Background: an optimization exercise with open tools, aiming at small area. Do not read the settings as production practice. The RTL was checked by simulation tests, not by an equivalence proof against the original design. Power is estimated from default activity; no workload was simulated.

Setup of red:
// mst_fifo_top
module mst_fifo_top (
  input  wire RST_N,
  input  wire MLTCN,  
  input  wire STREN,  
  input  wire ERDIS,  
  input  wire R_OOB,
  input  wire W_OOB,  
  input  wire CLK,
  input  wire [31:0] DATA_I,    
  input  wire [3:0]  BE_I,      
  output wire [31:0] DATA_O,    
  output wire [3:0]  BE_O,      
  output wire DT_OE_N,          
  output wire BE_OE_N,          
  input  wire RXF_N,     
  input  wire TXE_N,
  output wire WR_N,     
  output wire RD_N,
  output wire OE_N,
  output wire [3:0] STRER
);
==> flow/config.mk <==
export PLATFORM = sky130hd
export DESIGN_NAME = mst_fifo_top
export DESIGN_NICKNAME = mst_fifo_top
export VERILOG_FILES = /design/flow/design.v
export SDC_FILE = /design/flow/constraint.sdc
export NUM_CORES = 4
export LEC_CHECK = 0
export CAP_MARGIN = 10
export CORE_MARGIN = 2
export CORE_UTILIZATION = 65
export CTS_BUF_LIST = sky130_fd_sc_hd__clkbuf_8
export CTS_CLUSTER_DIAMETER = 45
export CTS_CLUSTER_SIZE = 16
export PLACE_DENSITY = 0.75
export SLEW_MARGIN = 10
==> flow/constraint.sdc <==
create_clock -name core_clock -period 10.0 [get_ports {CLK}]
set_input_delay 2.0000 -clock core_clock [delete_from_list [all_inputs] [get_ports {CLK}]]
set_output_delay 2.0000 -clock core_clock [all_outputs]
set_load 0.01 [all_outputs]
standard.sh (not shown) runs the stock make flow with config.mk's settings and CLKGATE_MAP_FILE= SYNTH_SCRIPT=/design/flow/synth_recipe.tcl, a recipe that flattens the netlist after the stock synthesis.
==> flow/flow/run.sh <==
#!/bin/bash
# Own layout flow: the standard layout (standard.sh) with two changes.
#  1. Synthesis is the standard synthesis script except that the final
#     ABC technology mapping uses flow/area.abc (Yosys's default ABC mapping
#     with more area recovery, under the clock-period delay target) instead
#     of ORFS's speed script.
#     Registers are mapped by the same dfflibmap step before ABC, so their
#     names and cell types are the standard synthesis's.
#  2. Clock tree synthesis does not insert dummy loads.
#  3. Port buffers (every input and output still gets one) are the
#     smallest buffer, buf_1, instead of the resizer's pick.
# Each step's full output is in orfs/logs/ (ORFS writes one log per step);
# make's own output is in flow_make.log.
set -euo pipefail
W=$(pwd)
mkdir -p "$W/myflow"
# synthesis script: synth_recipe.tcl sourcing a copy of ORFS's synth.tcl
sed "s#^  log_cmd abc {\\*}\$abc_args#  log_cmd abc -script $W/flow/area.abc {*}[lrange \$abc_args 2 end]#" \
  "$FLOW_HOME/scripts/synth.tcl" > "$W/myflow/synth.tcl"
grep -q "log_cmd abc -script $W/flow/area.abc" "$W/myflow/synth.tcl"
sed "s#source \$::env(SCRIPTS_DIR)/synth.tcl#source $W/myflow/synth.tcl#" \
  "$W/synth_recipe.tcl" > "$W/myflow/synth_recipe.tcl"
grep -q "source $W/myflow/synth.tcl" "$W/myflow/synth_recipe.tcl"
#
CTS="-sink_clustering_enable -repair_clock_nets -dont_use_dummy_load"
CTS="$CTS -sink_clustering_size 16 -sink_clustering_max_diameter 45"
CTS="$CTS -buf_list sky130_fd_sc_hd__clkbuf_8"
bash "$W/standard.sh" "SYNTH_SCRIPT=$W/myflow/synth_recipe.tcl" "CTS_ARGS=$CTS" \
  "BUFFER_PORTS_ARGS=-buffer_cell sky130_fd_sc_hd__buf_1" finish \
  > "$W/flow_make.log" 2>&1
test -s "$W/out/final.def"
==> flow/flow/area.abc <==
strash
&get -n
&fraig -x
&put
scorr
dc2
dretime
strash
&get -n
&dch -f
&nf -R 1000
&put
[inputs] blue vs red
# red
export LEC_CHECK = 0
export CAP_MARGIN = 10
export CORE_MARGIN = 2
export CORE_UTILIZATION = 65
export CTS_BUF_LIST = sky130_fd_sc_hd__clkbuf_8
export CTS_CLUSTER_DIAMETER = 45
export CTS_CLUSTER_SIZE = 16
export PLACE_DENSITY = 0.75
export SLEW_MARGIN = 10
create_clock -name core_clock -period 10.0 [get_ports {CLK}]
# blue
export LEC_CHECK = 0
export CAP_MARGIN = 10
export CORE_MARGIN = 2
export CORE_UTILIZATION = 65
export CTS_BUF_LIST = sky130_fd_sc_hd__clkbuf_8
export CTS_CLUSTER_DIAMETER = 45
export CTS_CLUSTER_SIZE = 20
export PLACE_DENSITY = 0.75
export SLEW_MARGIN = 10
create_clock -name core_clock -period 10.0 [get_ports {CLK}]
diff --git a/flow/flow/run.sh b/flow/flow/run.sh
--- a/flow/flow/run.sh
+++ b/flow/flow/run.sh
@@ -24,5 +24,5 @@
 #
 CTS="-sink_clustering_enable -repair_clock_nets -dont_use_dummy_load"
-CTS="$CTS -sink_clustering_size 16 -sink_clustering_max_diameter 45"
+CTS="$CTS -sink_clustering_size 20 -sink_clustering_max_diameter 45"
 CTS="$CTS -buf_list sky130_fd_sc_hd__clkbuf_8"
 bash "$W/standard.sh" "SYNTH_SCRIPT=$W/myflow/synth_recipe.tcl" "CTS_ARGS=$CTS" \
## What came out
Summary of blue over red: average detailed-routed wire length per instance about even; number of instances in the synthesized netlist roughly the same.
Compared to red, blue has switching power summed over all nets about 0.9% lower.
blue vs. red: combinational share of power went up by 0.2 points; design area was more or less identical; core box area was more or less identical; setup slack was more or less identical; part of the power in the clock network went down by 0.6 points.
Hold slack of blue is on par with red.
Largest clock skew in the final design | blue above red
Re wire length: red and blue aren't equal, and the higher value belongs to red.
Destination of the critical timing path: i6_ram.mem[26][28] -> red, i6_ram.mem[0][28] -> blue
The following lists how green was set up differently from blue:
# blue
export LEC_CHECK = 0
export CAP_MARGIN = 10
export CORE_MARGIN = 2
export CORE_UTILIZATION = 65
export CTS_BUF_LIST = sky130_fd_sc_hd__clkbuf_8
export CTS_CLUSTER_DIAMETER = 45
export CTS_CLUSTER_SIZE = 20
export PLACE_DENSITY = 0.75
export SLEW_MARGIN = 10
create_clock -name core_clock -period 10.0 [get_ports {CLK}]
# green
export LEC_CHECK = 0
export CAP_MARGIN = 5
export CORE_MARGIN = 2
export CORE_UTILIZATION = 65
export CTS_BUF_LIST = sky130_fd_sc_hd__clkbuf_8
export CTS_CLUSTER_DIAMETER = 45
export CTS_CLUSTER_SIZE = 18
export PLACE_DENSITY = 0.75
export SLEW_MARGIN = 5
create_clock -name core_clock -period 10.0 [get_ports {CLK}]
diff --git a/flow/flow/run.sh b/flow/flow/run.sh
--- a/flow/flow/run.sh
+++ b/flow/flow/run.sh
@@ -24,5 +24,5 @@
 #
 CTS="-sink_clustering_enable -repair_clock_nets -dont_use_dummy_load"
-CTS="$CTS -sink_clustering_size 20 -sink_clustering_max_diameter 45"
+CTS="$CTS -sink_clustering_size 18 -sink_clustering_max_diameter 45"
 CTS="$CTS -buf_list sky130_fd_sc_hd__clkbuf_8"
 bash "$W/standard.sh" "SYNTH_SCRIPT=$W/myflow/synth_recipe.tcl" "CTS_ARGS=$CTS" \
- Post-synthesis instance total: blue vs green identical
- Compared with blue, green shows a higher number of buffers inserted during clock tree synthesis.
- Count of clock-buffer cells in the layout: green higher than blue
- Number of global-route vias before repair across blue and green: no real change.
- Of the two values seen for last element of the critical path, i6_ram.mem[25][28] was produced by green and i6_ram.mem[0][28] by blue.
- The post-layout instance area of blue and that of green are within noise of each other.
[inputs] orange vs green
# green
export LEC_CHECK = 0
export CAP_MARGIN = 5
export CORE_MARGIN = 2
export CORE_UTILIZATION = 65
export CTS_BUF_LIST = sky130_fd_sc_hd__clkbuf_8
export CTS_CLUSTER_DIAMETER = 45
export CTS_CLUSTER_SIZE = 18
export PLACE_DENSITY = 0.75
export SLEW_MARGIN = 5
create_clock -name core_clock -period 10.0 [get_ports {CLK}]
# orange
export LEC_CHECK = 0
export CAP_MARGIN = 10
export CORE_MARGIN = 2
export CORE_UTILIZATION = 65
export CTS_BUF_LIST = sky130_fd_sc_hd__clkbuf_8
export CTS_CLUSTER_DIAMETER = 45
export CTS_CLUSTER_SIZE = 18
export PLACE_DENSITY = 0.75
export SLEW_MARGIN = 10
create_clock -name core_clock -period 10.0 [get_ports {CLK}]
--- outcome ---
Every stage of the flow completed for orange, and the final layout passed the timing, design-rule and antenna checks.
In terms of length of routed met2 wiring, orange and green differ only marginally.
Comparing green against orange, there is no change at all in worst reg2reg path depth.
orange -> green: routed wire length flat
Diff green -> orange | detailed route wirelength on metal3 | decrease of 650 µm
Between green and orange, the relative area of clock buffers and inverters in the final design figures differ only marginally.
For the non-clock buffer count, orange came in 1 higher than green did.
Worst setup margin was lower in orange than in green.

## re-timing with driven ports
The flow's constraints put no driver on any port. The routed layouts listed below were extracted and timed again, unchanged, in two steps.
Step 1 assumes that a clkbuf_16 drives the clock port and a buf_2 every other input.
Step 2 times the ports against the registers' clock, not the clock port: input delays grow and output delays shrink by t, the midpoint of the rising clock arrivals with the driver on.
Slacks: no drivers / after step 1 / after step 2; pairs: no drivers / after step 1.
run | t (ns) | setup slack, ns | worst setup path after step 2 | clock arrival spread, ns | worst register clock-pin slew, ns
red | 0.986 | 1.783 / 1.783 / 0.843 | input to register | 0.086 / 0.087 | 0.10 / 0.10
blue | 0.954 | 1.781 / 1.804 / 0.859 | input to register | 0.119 / 0.119 | 0.12 / 0.12
green | 0.946 | 1.794 / 1.811 / 0.881 | input to register | 0.118 / 0.117 | 0.11 / 0.11
orange | 0.942 | 1.769 / 1.804 / 0.863 | input to register | 0.113 / 0.113 | 0.11 / 0.11
After both steps setup and hold are still met in every run listed. The setup slack of red, which loses most, moves by 0.000 ns with the drivers and by -0.940 ns with both steps.
